This design comes from an exercise in tuning for small area, a short achievable clock period and few clock cycles per item on the open sky130 flow, not from production work.
Function was checked by simulation only, so behaviour that the tests miss may differ from the original.
Power is estimated from default activity; no workload was simulated.

Setup of run A:
## single_prec_mult
module single_prec_mult
  (
    input  wire        clk,
    input  wire        reset,
    input  wire        start,
    input  wire [31:0] a,
    input  wire [31:0] b,
    output wire [31:0] product,
    output reg         mult_done
  );
wire        prod0 = (a[30:0] == 31'd0) || (b[30:0] == 31'd0);
wire [24:0] p;                    
reg  [ 7:0] e_q;                  
reg         s_q;
reg         z_q;
always @(posedge clk, posedge reset)
  if (reset)
    mult_done <= 1'b0;
  else if (start)
    mult_done <= 1'b1;
always @(posedge clk)
  if (start) begin
    e_q <= a[30:23] + b[30:23] + 8'd129;
    s_q <= a[31] ^ b[31];
    z_q <= prod0;
  end
mant_pipe mant_pipe (.clk(clk), .en(start), .x(a[22:0]), .y(b[22:0]), .p(p));
wire        sel_hi = ~z_q &  p[24];
wire        sel_lo = ~z_q & ~p[24];
wire [ 7:0] e_inc  = e_q + 8'd1;
wire [ 7:0] o_exp  = ({8{sel_hi}} & e_inc) | ({8{sel_lo}} & e_q);
wire [22:0] o_man  = ({23{sel_hi}} & p[23:1]) | ({23{sel_lo}} & p[22:0]);
assign product = {s_q, o_exp, o_man};
endmodule
clock: 5.0 ns
lec_check: 0
abc_area: 1
cap_margin: 20
core_margin: 2
core_utilization: 70
place_density: 0.8
setup_slack_margin: 0.1
slew_margin: 20
standard.sh (not shown) runs the stock make flow with config.mk's settings and CLKGATE_MAP_FILE= SYNTH_SCRIPT=/design/flow/synth_recipe.tcl, a recipe that flattens the netlist after the stock synthesis.
==> flow/flow/run.sh <==
#!/bin/bash
# Standard layout with two changes:
#  - the port buffers are buf_1 cells rather than the resizer's default pick
#    (a slow delay buffer);
#  - after the standard synthesis, polarity.py flips full adders (which are
#    self-dual) to remove inverters between them; registers are untouched.
set -euo pipefail
export BUFFER_PORTS_ARGS="-buffer_cell sky130_fd_sc_hd__buf_1"
R="$PWD/orfs/results/$FLOW_PLATFORM/single_prec_mult/base"
bash standard.sh "$R/1_2_yosys.v" > synth.log 2>&1
python3 flow/polarity.py "$R/1_2_yosys.v" "$R/1_2_yosys.pol.v" > polarity.log 2>&1
cp "$R/1_2_yosys.v" "$R/1_2_yosys.std.v"
mv "$R/1_2_yosys.pol.v" "$R/1_2_yosys.v"
bash standard.sh > standard.log 2>&1
Other scripts of this flow, unchanged in this note and not shown: flow/flow/polarity.py
Testbench counts of run A, summed over its fixed seeds: cycles 2,048, items 2,048.
Here is what was changed in the inputs of run B compared with run A.
- a change of CORE_UTILIZATION from 70 to 60
- a change of PLACE_DENSITY from 0.8 to 0.72
-- flow/flow/run.sh --
<<< run A, line 2
# Standard layout with two changes:
#  - the port buffers are buf_1 cells rather than the resizer's default pick
#    (a slow delay buffer);
>>> run B, line 2
# Standard layout with two changes:
#  - the port buffers are buf_2 cells rather than the resizer's default pick
#    (a slow delay buffer);
<<< run A, line 7
set -euo pipefail
export BUFFER_PORTS_ARGS="-buffer_cell sky130_fd_sc_hd__buf_1"
R="$PWD/orfs/results/$FLOW_PLATFORM/single_prec_mult/base"
>>> run B, line 7
set -euo pipefail
export BUFFER_PORTS_ARGS="-buffer_cell sky130_fd_sc_hd__buf_2"
R="$PWD/orfs/results/$FLOW_PLATFORM/single_prec_mult/base"
## What came out
- For total area of multi-input combinational cells, run B and run A come out practically identical.
- Run B finished end to end and its layout was clean on timing, DRC and antenna.
- On synthesized cell count, run B and run A are basically level.
- Looking at run B and run A, the share of the final layout cell area in sequential cells is a wash.
- Going from run A to run B, global-route usage over all layers shrinks by 6.8 points.
- NOTE: layout overhead on the synthesized area in run B exceeds that of run A
- The setup slack of run B is larger than that of run A.
- Delta (run B minus run A): overall routed net length saw a decrease; non-clock buffer count down about 5%; clock network power share decreased by 0.2 points relative to the old numbers; number of vias in the routed layout now smaller.
--- input diff run B..run C ---
- a change of PLACE_DENSITY from 0.72 to 0.8
- a change of CORE_UTILIZATION from 60 to 70
==> results.txt <==
Pin count of the biggest net entering global routing | run C above run B. Re buffers plus inverters on the worst setup path: no difference whatsoever between run C and run B. Portion of total power attributed to combinational logic in run C is 0.2 points lower than in run B. From run B to run C the numbers moved as follows: wire length of the first global-routing pass picked up an extra 3.2%, minimum setup slack in the final design picked up an extra 0.019 ns. ~same clock latency reported for the late side of the worst-skew pair in run B and run C.

========
## 01-19
single_prec_mult, a different RTL version from the one above (not shown whole).
Size in the first run: about 2300 cells after synthesis, ~93 flip-flops, ~19000 sq um of cells after synthesis.
make LEC_CHECK=0 ABC_AREA=1 CAP_MARGIN=20 CORE_MARGIN=2 CORE_UTILIZATION=60 PLACE_DENSITY=0.72 SETUP_SLACK_MARGIN=0.5 SLEW_MARGIN=20 finish   # period 5.0 ns
run.sh (not shown) runs the stock make flow with config.mk's settings and CLKGATE_MAP_FILE= SYNTH_SCRIPT=/design/flow/synth_recipe.tcl, a recipe that flattens the netlist after the stock synthesis.
Stock flow here: none of the scripts above is used.
01-19 finished every stage and its layout cleared the timing, DRC and antenna checks.
Testbench counts of 01-19, summed over its fixed seeds: cycles 2,048, items 2,048.
Input changes introduced in 06-12 (baseline for comparison: 01-19):
- SETUP_SLACK_MARGIN: 0.5 -> 0.1
==> flow/flow/run.sh (new file) <==
#!/bin/bash
# Standard layout, but the port buffers use buf_2 instead of the resizer's
# default pick (a slow delay buffer).
set -euo pipefail
export BUFFER_PORTS_ARGS="-buffer_cell sky130_fd_sc_hd__buf_2"
bash standard.sh > standard.log 2>&1
==> flow/standard.sh (new file) <==
#!/bin/bash
# synth_recipe.tcl (not shown) runs the flow's synth.tcl, then flattens the netlist and writes it again
# the make line also repeats each setting of config.mk as NAME=value (left out here)
make -C /OpenROAD-flow-scripts/flow DESIGN_CONFIG=/design/flow/config.mk WORK_HOME=/design/flow/orfs CLKGATE_MAP_FILE= SYNTH_SCRIPT=/design/flow/synth_recipe.tcl "${@:-finish}"
removed: flow/run.sh
--- outcome ---
[diff] clock period minus final worst setup slack, 06-12 relative to 01-19: regression
Compared with 01-19, first-iteration DRC count in 06-12 decreased by more than 10%.
[compare] base=01-19 new=06-12: vias after detailed routing has decreased; multi-input combinational cell count down 0.49%.
Top routing layer in use: met4 -> 06-12, met5 -> 01-19
Clock power share (higher): 06-12
For 06-12, the destination of the critical timing path was mant_pipe.cut_q[28], unlike 01-19, where it was product[7].

========
## Q
Another version of the RTL of single_prec_mult (not shown whole).
Size: roughly 1700 cells after synthesis, ~100 I/O pins, about 0.016 mm² of cells after synthesis.
Settings: LEC_CHECK=0, ABC_AREA=1, CAP_MARGIN=20, CORE_MARGIN=2, CORE_UTILIZATION=70, CTS_BUF_LIST=sky130_fd_sc_hd__clkbuf_4 sky130_fd_sc_hd__clkbuf_8, PLACE_DENSITY=0.8, SETUP_SLACK_MARGIN=0.32, SLEW_MARGIN=20; clock period 5.0 ns.
standard.sh (not shown) runs the stock make flow with config.mk's settings and CLKGATE_MAP_FILE= SYNTH_SCRIPT=/design/flow/synth_recipe.tcl, a recipe that flattens the netlist after the stock synthesis.
==> flow/flow/run.sh <==
#!/bin/bash
# Standard layout with two changes:
#  - the port buffers are buf_2 cells rather than the resizer's default pick
#    (a slow delay buffer);
#  - after the standard synthesis, polarity.py flips full adders (which are
#    self-dual) and swaps XOR/XNOR gates to remove inverters around them;
#    registers are untouched.
set -euo pipefail
export BUFFER_PORTS_ARGS="-buffer_cell sky130_fd_sc_hd__buf_2"
R="$PWD/orfs/results/$FLOW_PLATFORM/single_prec_mult/base"
bash standard.sh "$R/1_2_yosys.v" > synth.log 2>&1
python3 flow/polarity.py "$R/1_2_yosys.v" "$R/1_2_yosys.pol.v" > polarity.log 2>&1
cp "$R/1_2_yosys.v" "$R/1_2_yosys.std.v"
mv "$R/1_2_yosys.pol.v" "$R/1_2_yosys.v"
bash standard.sh > standard.log 2>&1
Other scripts of this flow, unchanged in this note and not shown: flow/flow/polarity.py
Q finished every step from synthesis to the final layout, and the layout passed the timing, DRC and antenna checks.
Testbench counts of Q, summed over its fixed seeds: cycles 2,048, items 2,048.
The inputs of P differ from those of Q as listed below.
-- flow/config.mk --
<<< Q, line 14
export SETUP_SLACK_MARGIN = 0.32
>>> P, line 14
export SETUP_SLACK_MARGIN = 0.2
[summary]
Between P and Q, the layout multi-input combinational cell count figures differ only marginally. Fraction of power consumed by combinational cells: lower on Q. Re combinational power: P is about 2% down on Q. Per the comparison of P with Q, arrival time reported for the critical path endpoint increased by 0.02 ns relative to the old numbers, final weighted congestion in routability-driven placement shows no meaningful change. Worst setup slack | P below Q. P: synthesis-to-finish area growth 0.90 points below Q. Going from Q to P, the largest net degree at the start of global routing was found to have gone up by 3.2%. P against Q: total detailed-routing wirelength decreased 3.5%; final critical delay including setup and external delays went up 0.026 ns.

========
RTL: one of the versions met above, not the one the previous note started from.
Size in the first run: ~2300 cells after synthesis, about 93 flip-flops, roughly 100 I/O pins, roughly 19000 sq um of cells after synthesis.
make LEC_CHECK=0 ABC_AREA=1 CAP_MARGIN=20 CORE_MARGIN=2 CORE_UTILIZATION=60 PLACE_DENSITY=0.72 SETUP_SLACK_MARGIN=0.1 SLEW_MARGIN=20 finish   # period 5.0 ns
run.sh (not shown) runs the stock make flow with config.mk's settings and CLKGATE_MAP_FILE= SYNTH_SCRIPT=/design/flow/synth_recipe.tcl, a recipe that flattens the netlist after the stock synthesis.
Stock flow here: none of the scripts above is used.
The starting point completed without violations.
Testbench counts at the start, summed over its fixed seeds: cycles 2,048, items 2,048.
Edit:
Settings changed: SETUP_SLACK_MARGIN 0.1 to 1.0.
This time the run did not get past 5_1_grt (GRT-0232). Synthesized cell count stays the same. Synthesized area does not change.

========
RTL: one of the versions met above, not the one the previous note started from.
For scale: about 100 I/O pins, ~0.016 sq mm of cells after synthesis.
clock: 5.0 ns
lec_check: 0
abc_area: 1
cap_margin: 20
core_margin: 2
core_utilization: 70
cts_buf_list: sky130_fd_sc_hd__clkbuf_4 sky130_fd_sc_hd__clkbuf_8
place_density: 0.8
setup_slack_margin: 0.1
slew_margin: 20
standard.sh (not shown) runs the stock make flow with config.mk's settings and CLKGATE_MAP_FILE= SYNTH_SCRIPT=/design/flow/synth_recipe.tcl, a recipe that flattens the netlist after the stock synthesis.
Scripts as last shown in full above: flow/flow/run.sh
Other scripts of this flow, unchanged in this note and not shown: flow/flow/polarity.py
The baseline passed the timing, DRC and antenna checks.
Testbench counts at the start, summed over its fixed seeds: cycles 2,048, items 2,048.
Rerun with:
--- a/flow/config.mk
+++ b/flow/config.mk
@@ -13,3 +13,3 @@
 export PLACE_DENSITY = 0.8
-export SETUP_SLACK_MARGIN = 0.1
+export SETUP_SLACK_MARGIN = 0.4
 export SLEW_MARGIN = 20
=> The new run passed the timing, DRC and antenna checks; core utilization is higher by 0.54 points; flip-flop and latch count does not change; total power is higher by 3.2%; fmax is higher by 2.7%; sequential share of layout area is lower by 0.10 points; via count stays flat; global-route usage is lower by 1.2 points; worst setup slack improved by 0.12 ns.
Rerun with:
--- a/flow/config.mk
+++ b/flow/config.mk
@@ -13,3 +13,3 @@
 export PLACE_DENSITY = 0.8
-export SETUP_SLACK_MARGIN = 0.4
+export SETUP_SLACK_MARGIN = 0.25
 export SLEW_MARGIN = 20
- setup slack is worse by 0.034 ns
- maximum frequency decreases slightly
- final area decreases slightly
- routed wire length decreases slightly
- critical path depth increases by 3

========
Another version of the RTL of single_prec_mult (not shown whole).
Size in the first run: roughly 100 I/O pins.
Design single_prec_mult, start of the top module:
module single_prec_mult
  (
    input  wire        clk,
    input  wire        reset,
    input  wire        start,
    input  wire [31:0] a,
    input  wire [31:0] b,
    output wire [31:0] product,
    output reg         mult_done
  );
wire        prod0 = (a[30:0] == 31'd0) || (b[30:0] == 31'd0);
wire [24:0] p;                    
reg  [ 7:0] e_q;                  
reg         s_q;
reg         z_q;
always @(posedge clk, posedge reset)
  if (reset)
    mult_done <= 1'b0;
  else if (start)
    mult_done <= 1'b1;
always @(posedge clk)
  if (start) begin
    e_q <= a[30:23] + b[30:23] + 8'd129;
    s_q <= a[31] ^ b[31];
    z_q <= prod0;
  end
mant_pipe mant_pipe (.clk(clk), .en(start), .x(a[22:0]), .y(b[22:0]), .p(p));
wire        sel_hi = ~z_q &  p[24];
wire        sel_lo = ~z_q & ~p[24];
wire [ 7:0] e_inc  = e_q + 8'd1;
wire [ 7:0] o_exp  = ({8{sel_hi}} & e_inc) | ({8{sel_lo}} & e_q);
  ...
==> flow/config.mk <==
export PLATFORM = sky130hd
export DESIGN_NAME = single_prec_mult
export DESIGN_NICKNAME = single_prec_mult
export VERILOG_FILES = /design/flow/design.v
export SDC_FILE = /design/flow/constraint.sdc
export NUM_CORES = 4
export LEC_CHECK = 0
export ABC_AREA = 1
export CAP_MARGIN = 20
export CORE_MARGIN = 2
export CORE_UTILIZATION = 70
export PLACE_DENSITY = 0.8
export SETUP_SLACK_MARGIN = 0.1
export SLEW_MARGIN = 20
==> flow/constraint.sdc <==
create_clock -name core_clock -period 5.0 [get_ports {clk}]
set_input_delay 1.0000 -clock core_clock [delete_from_list [all_inputs] [get_ports {clk}]]
set_output_delay 1.0000 -clock core_clock [all_outputs]
set_load 0.01 [all_outputs]
==> flow/flow/run.sh <==
#!/bin/bash
# Standard layout with two changes:
#  - the port buffers are buf_2 cells rather than the resizer's default pick
#    (a slow delay buffer);
#  - after the standard synthesis, polarity.py flips full adders (which are
#    self-dual) to remove inverters between them; registers are untouched.
set -euo pipefail
export BUFFER_PORTS_ARGS="-buffer_cell sky130_fd_sc_hd__buf_2"
R="$PWD/orfs/results/$FLOW_PLATFORM/single_prec_mult/base"
bash standard.sh "$R/1_2_yosys.v" > synth.log 2>&1
python3 flow/polarity.py "$R/1_2_yosys.v" "$R/1_2_yosys.pol.v" > polarity.log 2>&1
cp "$R/1_2_yosys.v" "$R/1_2_yosys.std.v"
mv "$R/1_2_yosys.pol.v" "$R/1_2_yosys.v"
bash standard.sh > standard.log 2>&1
==> flow/flow/polarity.py <==
#!/usr/bin/env python3
"""Remove inverters around full adders in a mapped sky130 netlist.

A full adder is self-dual: FA(~a,~b,~c) = (~sum, ~cout).  So a full adder may be
replaced by the same cell fed with the complements of its inputs, its outputs then
carrying the complements.  This picks, by local search, which full adders to flip
so that fewest signals need an inverted copy, and rebuilds the inverters: one
inverter per signal whose inverted copy some load still needs.  Everything else
in the netlist (registers included) is kept as it is.

usage: polarity.py IN.v OUT.v
"""
import re, sys, collections

src = open(sys.argv[1]).read()
m = re.search(r'^(module .*?;\n)(.*)^endmodule', src, re.S | re.M)
head, body = m.group(1), m.group(2)
inst_re = re.compile(r'^\s*(sky130_fd_sc_hd__\w+)\s+(\S+)\s*\((.*?)\);\n', re.S | re.M)
decls = []
cells = []
pos = 0
for mm in inst_re.finditer(body):
    pre = body[pos:mm.start()]
    decls.append(pre)
    pins = [(p, n.strip()) for p, n in re.findall(r'\.(\w+)\(([^()]*)\)', mm.group(3))]
    cells.append([mm.group(1), mm.group(2), pins])
    pos = mm.end()
tail = body[pos:]
decl_txt = ''.join(decls)
assert 'assign' not in decl_txt and 'assign' not in tail, 'assign statements not handled'

OUTPINS = {'X', 'Y', 'Q', 'Q_N', 'SUM', 'COUT', 'HI', 'LO'}
def is_inv(t):
    return re.match(r'sky130_fd_sc_hd__(clk)?inv_\d+$', t) is not None
def is_fa(t):
    return re.match(r'sky130_fd_sc_hd__fa_\d+$', t) is not None

ports_out = set()
for mm in re.finditer(r'^\s*output\s+(\[(\d+):(\d+)\]\s+)?(\S+);', head + decl_txt, re.M):
    name = mm.group(4)
    if mm.group(1):
        hi, lo = int(mm.group(2)), int(mm.group(3))
        for i in range(min(hi, lo), max(hi, lo) + 1):
            ports_out.add('%s[%d]' % (name, i))
    else:
        ports_out.add(name)

driver = {}
for ci, (t, n, pins) in enumerate(cells):
    for p, net in pins:
        if p in OUTPINS:
            driver[net] = (ci, p)
invs = set(ci for ci, c in enumerate(cells) if is_inv(c[0]))
fas = [ci for ci, c in enumerate(cells) if is_fa(c[0])]

def base_of(net):
    par = 0
    seen = 0
    while net in driver and driver[net][0] in invs:
        ci = driver[net][0]
        net = dict(cells[ci][2])['A']
        par ^= 1
        seen += 1
        assert seen < 100
    return net, par

# loads: every input pin of a non-inverter cell, plus output ports driven through inverters
loads = []   # (cell index or None, pin, base, parity)
for ci, (t, n, pins) in enumerate(cells):
    if ci in invs:
        continue
    for pi, (p, net) in enumerate(pins):
        if p in OUTPINS:
            continue
        if net.startswith("1'") or net == '':
            continue
        b, par = base_of(net)
        loads.append((ci, pi, b, par))
# output ports driven by inverters need a load entry too
port_loads = []
for net in ports_out:
    if net in driver and driver[net][0] in invs:
        b, par = base_of(net)
        port_loads.append((net, b, par))

fixed = set()
for ci in fas:
    for p, net in cells[ci][2]:
        if p in ('SUM', 'COUT') and net in ports_out:
            fixed.add(ci)
fa_set = set(fas)
flip = collections.defaultdict(int)

by_base = collections.defaultdict(list)
for L in loads:
    by_base[L[2]].append(L)
for net, b, par in port_loads:
    by_base[b].append((None, net, b, par))
cell_bases = collections.defaultdict(set)   # bases touching an FA (as load or driver)
for b, Ls in by_base.items():
    for L in Ls:
        if L[0] is not None and L[0] in fa_set:
            cell_bases[L[0]].add(b)
    if b in driver and driver[b][0] in fa_set:
        cell_bases[driver[b][0]].add(b)

def need_inv(b):
    d = flip[driver[b][0]] if b in driver and driver[b][0] in fa_set else 0
    for ci, pi, bb, par in by_base[b]:
        f = flip[ci] if ci is not None and ci in fa_set else 0
        if par ^ f ^ d:
            return 1
    return 0

def cost_around(ci):
    return sum(need_inv(b) for b in cell_bases[ci])

before = sum(need_inv(b) for b in by_base)
changed = True
passes = 0
while changed and passes < 50:
    changed = False
    passes += 1
    for ci in fas:
        if ci in fixed:
            continue
        c0 = cost_around(ci)
        flip[ci] ^= 1
        c1 = cost_around(ci)
        if c1 < c0:
            changed = True
        else:
            flip[ci] ^= 1
# simulated annealing from the greedy result (deterministic seed)
import random, math
rng = random.Random(1)
cur = sum(need_inv(b) for b in by_base)
best = cur; best_flip = dict(flip)
free = [c for c in fas if c not in fixed]
T = 2.0
for it in range(200000):
    ci = free[rng.randrange(len(free))]
    c0 = cost_around(ci)
    flip[ci] ^= 1
    c1 = cost_around(ci)
    dlt = c1 - c0
    if dlt <= 0 or rng.random() < math.exp(-dlt / T):
        cur += dlt
        if cur < best:
            best = cur; best_flip = dict(flip)
    else:
        flip[ci] ^= 1
    T = max(0.05, 2.0 * (1 - it / 150000.0))
flip = collections.defaultdict(int, best_flip)
after = sum(need_inv(b) for b in by_base)

# rebuild
newcells = []
inv_net = {}
extra_wires = []
cnt = [0]
def inverted(b):
    if b not in inv_net:
        cnt[0] += 1
        nn = '_pol_n%d_' % cnt[0]
        extra_wires.append(nn)
        inv_net[b] = nn
        newcells.append(['sky130_fd_sc_hd__inv_1', '_pol_i%d_' % cnt[0], [('A', b), ('Y', nn)]])
    return inv_net[b]
load_map = {}
for b, Ls in by_base.items():
    d = flip[driver[b][0]] if b in driver and driver[b][0] in fa_set else 0
    for ci, pi, bb, par in Ls:
        f = flip[ci] if ci is not None and ci in fa_set else 0
        want_inv = par ^ f ^ d
        load_map[(ci, pi)] = inverted(b) if want_inv else b
out_cells = []
port_assign = []
for ci, (t, n, pins) in enumerate(cells):
    if ci in invs:
        continue
    newpins = []
    for pi, (p, net) in enumerate(pins):
        if (ci, pi) in load_map:
            net = load_map[(ci, pi)]
        newpins.append((p, net))
    out_cells.append([t, n, newpins])
# output ports that were driven by inverters: drive them with a buffer-free inverter or direct
for (ci, net), nn in ((k, v) for k, v in load_map.items() if k[0] is None):
    pass
for net, b, par in port_loads:
    d = flip[driver[b][0]] if b in driver and driver[b][0] in fa_set else 0
    if par ^ d:
        cnt[0] += 1
        out_cells.append(['sky130_fd_sc_hd__inv_1', '_pol_o%d_' % cnt[0], [('A', b), ('Y', net)]])
    else:
        cnt[0] += 1
        out_cells.append(['sky130_fd_sc_hd__buf_1', '_pol_o%d_' % cnt[0], [('A', b), ('X', net)]])
out_cells.extend(newcells)

# drop declarations of nets no longer used? keep them (dangling wires are harmless)
o = [head, decl_txt]
for w in extra_wires:
    o.append('  wire %s;\n' % w)
for t, n, pins in out_cells:
    o.append('  %s %s (\n%s\n  );\n' % (t, n, ',\n'.join('    .%s(%s%s)' % (p, net, ' ' if net.startswith('\\') else '') for p, net in pins)))
o.append(tail)
o.append('endmodule\n')
open(sys.argv[2], 'w').write(''.join(o) + src[m.end():])
sys.stderr.write('polarity: %d FAs, %d flipped, inverters %d -> %d (old inverter cells %d), %d passes\n'
                 % (len(fas), sum(flip[c] for c in fas), before, after, len(invs), passes))
Testbench counts at the start, summed over its fixed seeds: cycles 2,048, items 2,048.
==> next run, changes <==
--- a/flow/flow/run.sh
+++ b/flow/flow/run.sh
@@ -5,3 +5,4 @@
 #  - after the standard synthesis, polarity.py flips full adders (which are
-#    self-dual) to remove inverters between them; registers are untouched.
+#    self-dual) and swaps XOR/XNOR gates to remove inverters around them;
+#    registers are untouched.
 set -euo pipefail
--- a/flow/flow/polarity.py
+++ b/flow/flow/polarity.py
@@ -1,3 +1,3 @@
 #!/usr/bin/env python3
-"""Remove inverters around full adders in a mapped sky130 netlist.
+"""Remove inverters around full adders and XOR gates in a mapped sky130 netlist.
 
@@ -5,4 +5,5 @@
 replaced by the same cell fed with the complements of its inputs, its outputs then
-carrying the complements.  This picks, by local search, which full adders to flip
-so that fewest signals need an inverted copy, and rebuilds the inverters: one
+carrying the complements.  A 2-input XOR absorbs an inversion of any input or of
+its output by becoming an XNOR (and the other way round).  This picks, by local
+search, which full adders to flip so that fewest signals need an inverted copy, and rebuilds the inverters: one
 inverter per signal whose inverted copy some load still needs.  Everything else
@@ -34,2 +35,6 @@
     return re.match(r'sky130_fd_sc_hd__(clk)?inv_\d+$', t) is not None
+def is_xor(t):
+    return re.match(r'sky130_fd_sc_hd__x(n)?or2_\d+$', t) is not None
+def xor_swap(t):
+    return t.replace('__xor2_', '__XNOR2_').replace('__xnor2_', '__xor2_').replace('__XNOR2_', '__xnor2_')
 def is_fa(t):
@@ -54,2 +59,3 @@
 fas = [ci for ci, c in enumerate(cells) if is_fa(c[0])]
+xors = set(ci for ci, c in enumerate(cells) if is_xor(c[0]))
 
@@ -103,2 +109,3 @@
             cell_bases[L[0]].add(b)
+            # an FA output feeding an xor: the xor's output base is unaffected
     if b in driver and driver[b][0] in fa_set:
@@ -106,9 +113,28 @@
 
+def wants(b):
+    w = set()
+    for ci, pi, bb, par in by_base[b]:
+        if ci is not None and ci in xors:
+            continue
+        f = flip[ci] if ci is not None and ci in fa_set else 0
+        w.add(par ^ f)
+    return w
+
+def out_pol(b):
+    # polarity of the physical net b relative to its original value
+    if b in driver:
+        dc = driver[b][0]
+        if dc in fa_set:
+            return flip[dc]
+        if dc in xors:
+            w = wants(b)
+            return min(w) if len(w) == 1 else 0
+    return 0
+
 def need_inv(b):
-    d = flip[driver[b][0]] if b in driver and driver[b][0] in fa_set else 0
-    for ci, pi, bb, par in by_base[b]:
-        f = flip[ci] if ci is not None and ci in fa_set else 0
-        if par ^ f ^ d:
-            return 1
-    return 0
+    w = wants(b)
+    if b in driver and driver[b][0] in xors:
+        return 1 if len(w) > 1 else 0
+    d = out_pol(b)
+    return 1 if any(x != d for x in w) else 0
 
@@ -170,5 +196,10 @@
 load_map = {}
+xor_fix = collections.defaultdict(int)   # parity of input corrections per xor cell
 for b, Ls in by_base.items():
-    d = flip[driver[b][0]] if b in driver and driver[b][0] in fa_set else 0
+    d = out_pol(b)
     for ci, pi, bb, par in Ls:
+        if ci is not None and ci in xors:
+            load_map[(ci, pi)] = b
+            xor_fix[ci] ^= par ^ d
+            continue
         f = flip[ci] if ci is not None and ci in fa_set else 0
@@ -176,2 +207,8 @@
         load_map[(ci, pi)] = inverted(b) if want_inv else b
+for ci in xors:
+    onet = [net for p, net in cells[ci][2] if p in OUTPINS][0]
+    if xor_fix[ci] ^ out_pol(onet):
+        cells[ci][0] = xor_swap(cells[ci][0])
+        newout = 'Y' if '__xnor2_' in cells[ci][0] else 'X'
+        cells[ci][2] = [((newout if p in ('X', 'Y') else p), net) for p, net in cells[ci][2]]
 out_cells = []
@@ -191,3 +228,3 @@
 for net, b, par in port_loads:
-    d = flip[driver[b][0]] if b in driver and driver[b][0] in fa_set else 0
+    d = out_pol(b)
     if par ^ d:
Settings changed: CTS_BUF_LIST from default to sky130_fd_sc_hd__clkbuf_8.
Outcome: Combinational power is about the same. Cell count goes down by 4.1%. Critical path depth is unchanged. Area after synthesis goes down by about 1.9%. Fmax goes down by about 1.4%. Clock-buffer cell count goes down by 1. Cell area goes down by about 2.5%. Total power goes down by about 4.4%. Die area goes down by about 1.8%. Clock power goes down by about 35%.
==> next run, changes <==
--- a/flow/flow/run.sh
+++ b/flow/flow/run.sh
@@ -9,2 +9,3 @@
 export BUFFER_PORTS_ARGS="-buffer_cell sky130_fd_sc_hd__buf_2"
+export RECOVER_POWER=100
 R="$PWD/orfs/results/$FLOW_PLATFORM/single_prec_mult/base"
Settings changed: CTS_BUF_LIST sky130_fd_sc_hd__clkbuf_8 to default.
Result:
- The changed run produced a layout that fails on capacitance limit, slew limit
- power rises by 0.98%
- synthesized cell count does not change
- wire length increases by 0.90%
- worst setup slack got worse by 0.084 ns
- sequential power hardly moves
- cell area hardly moves
- count of clock-buffer cells in the layout is unchanged
- via count rises by 0.58%
- synthesized area stays the same
- final cell count stays flat
- global-route usage climbs by 0.30 points

==> separate check: timing with driven ports <==
How much do the figures lean on ideal ports? The routed layouts below were timed once more, with nothing changed but the port constraints.
Step 1 assumes that a clkbuf_16 drives the clock port and a buf_2 every other input.
Step 2 also shifts input and output timing later by t, the mid clock arrival at the registers, as if the neighbouring blocks saw the same clock.
a / b / c = no drivers / after step 1 / after step 2; a / b = the first two.
run | shift t [ns] | setup slack, ns | hold slack, ns | worst setup path at the end | worst register clock-pin slew, ns
run A | 0.408 | 0.219 / 0.171 / -0.148 | 0.436 / 0.411 / 0.505 | input to register | 0.08 / 0.08
run B | 0.416 | 0.258 / 0.206 / 0.050 | 0.449 / 0.415 / 0.475 | input to register | 0.07 / 0.07
run C | 0.413 | 0.278 / 0.227 / -0.115 | 0.474 / 0.445 / 0.480 | input to register | 0.09 / 0.09
01-19 | 0.416 | 0.439 / 0.385 / 0.116 | 0.493 / 0.493 / 0.493 | input to register | 0.09 / 0.09
06-12 | 0.409 | 0.364 / 0.398 / -0.011 | 0.467 / 0.440 / 0.490 | input to register | 0.08 / 0.08
Q | 0.431 | 0.417 / 0.398 / -0.033 | 0.435 / 0.408 / 0.484 | input to register | 0.11 / 0.11
P | 0.434 | 0.390 / 0.413 / -0.021 | 0.418 / 0.395 / 0.479 | input to register | 0.11 / 0.11
the first run of note 4 | 0.407 | 0.125 / 0.106 / -0.243 | 0.489 / 0.489 / 0.489 | input to register | 0.07 / 0.07
the first run of note 5 | 0.434 | 0.361 / 0.335 / -0.076 | 0.424 / 0.396 / 0.478 | input to register | 0.12 / 0.12
the second run of note 5 | 0.424 | 0.482 / 0.499 / 0.074 | 0.422 / 0.401 / 0.476 | input to register | 0.11 / 0.11
the third run of note 5 | 0.433 | 0.448 / 0.402 / 0.092 | 0.412 / 0.388 / 0.483 | input to register | 0.11 / 0.11
the first run of note 6 | 0.413 | 0.365 / 0.317 / 0.008 | 0.447 / 0.423 / 0.476 | input to register | 0.07 / 0.07
the second run of note 6 | 0.437 | 0.301 / 0.258 / -0.048 | 0.436 / 0.415 / 0.478 | input to register | 0.12 / 0.12
the third run of note 6 | 0.404 | 0.218 / 0.211 / -0.161 | 0.475 / 0.455 / 0.475 | input to register | 0.08 / 0.08
For Q, which loses most, drivers alone change the setup slack by -0.019 ns; drivers and shift together by -0.450 ns.
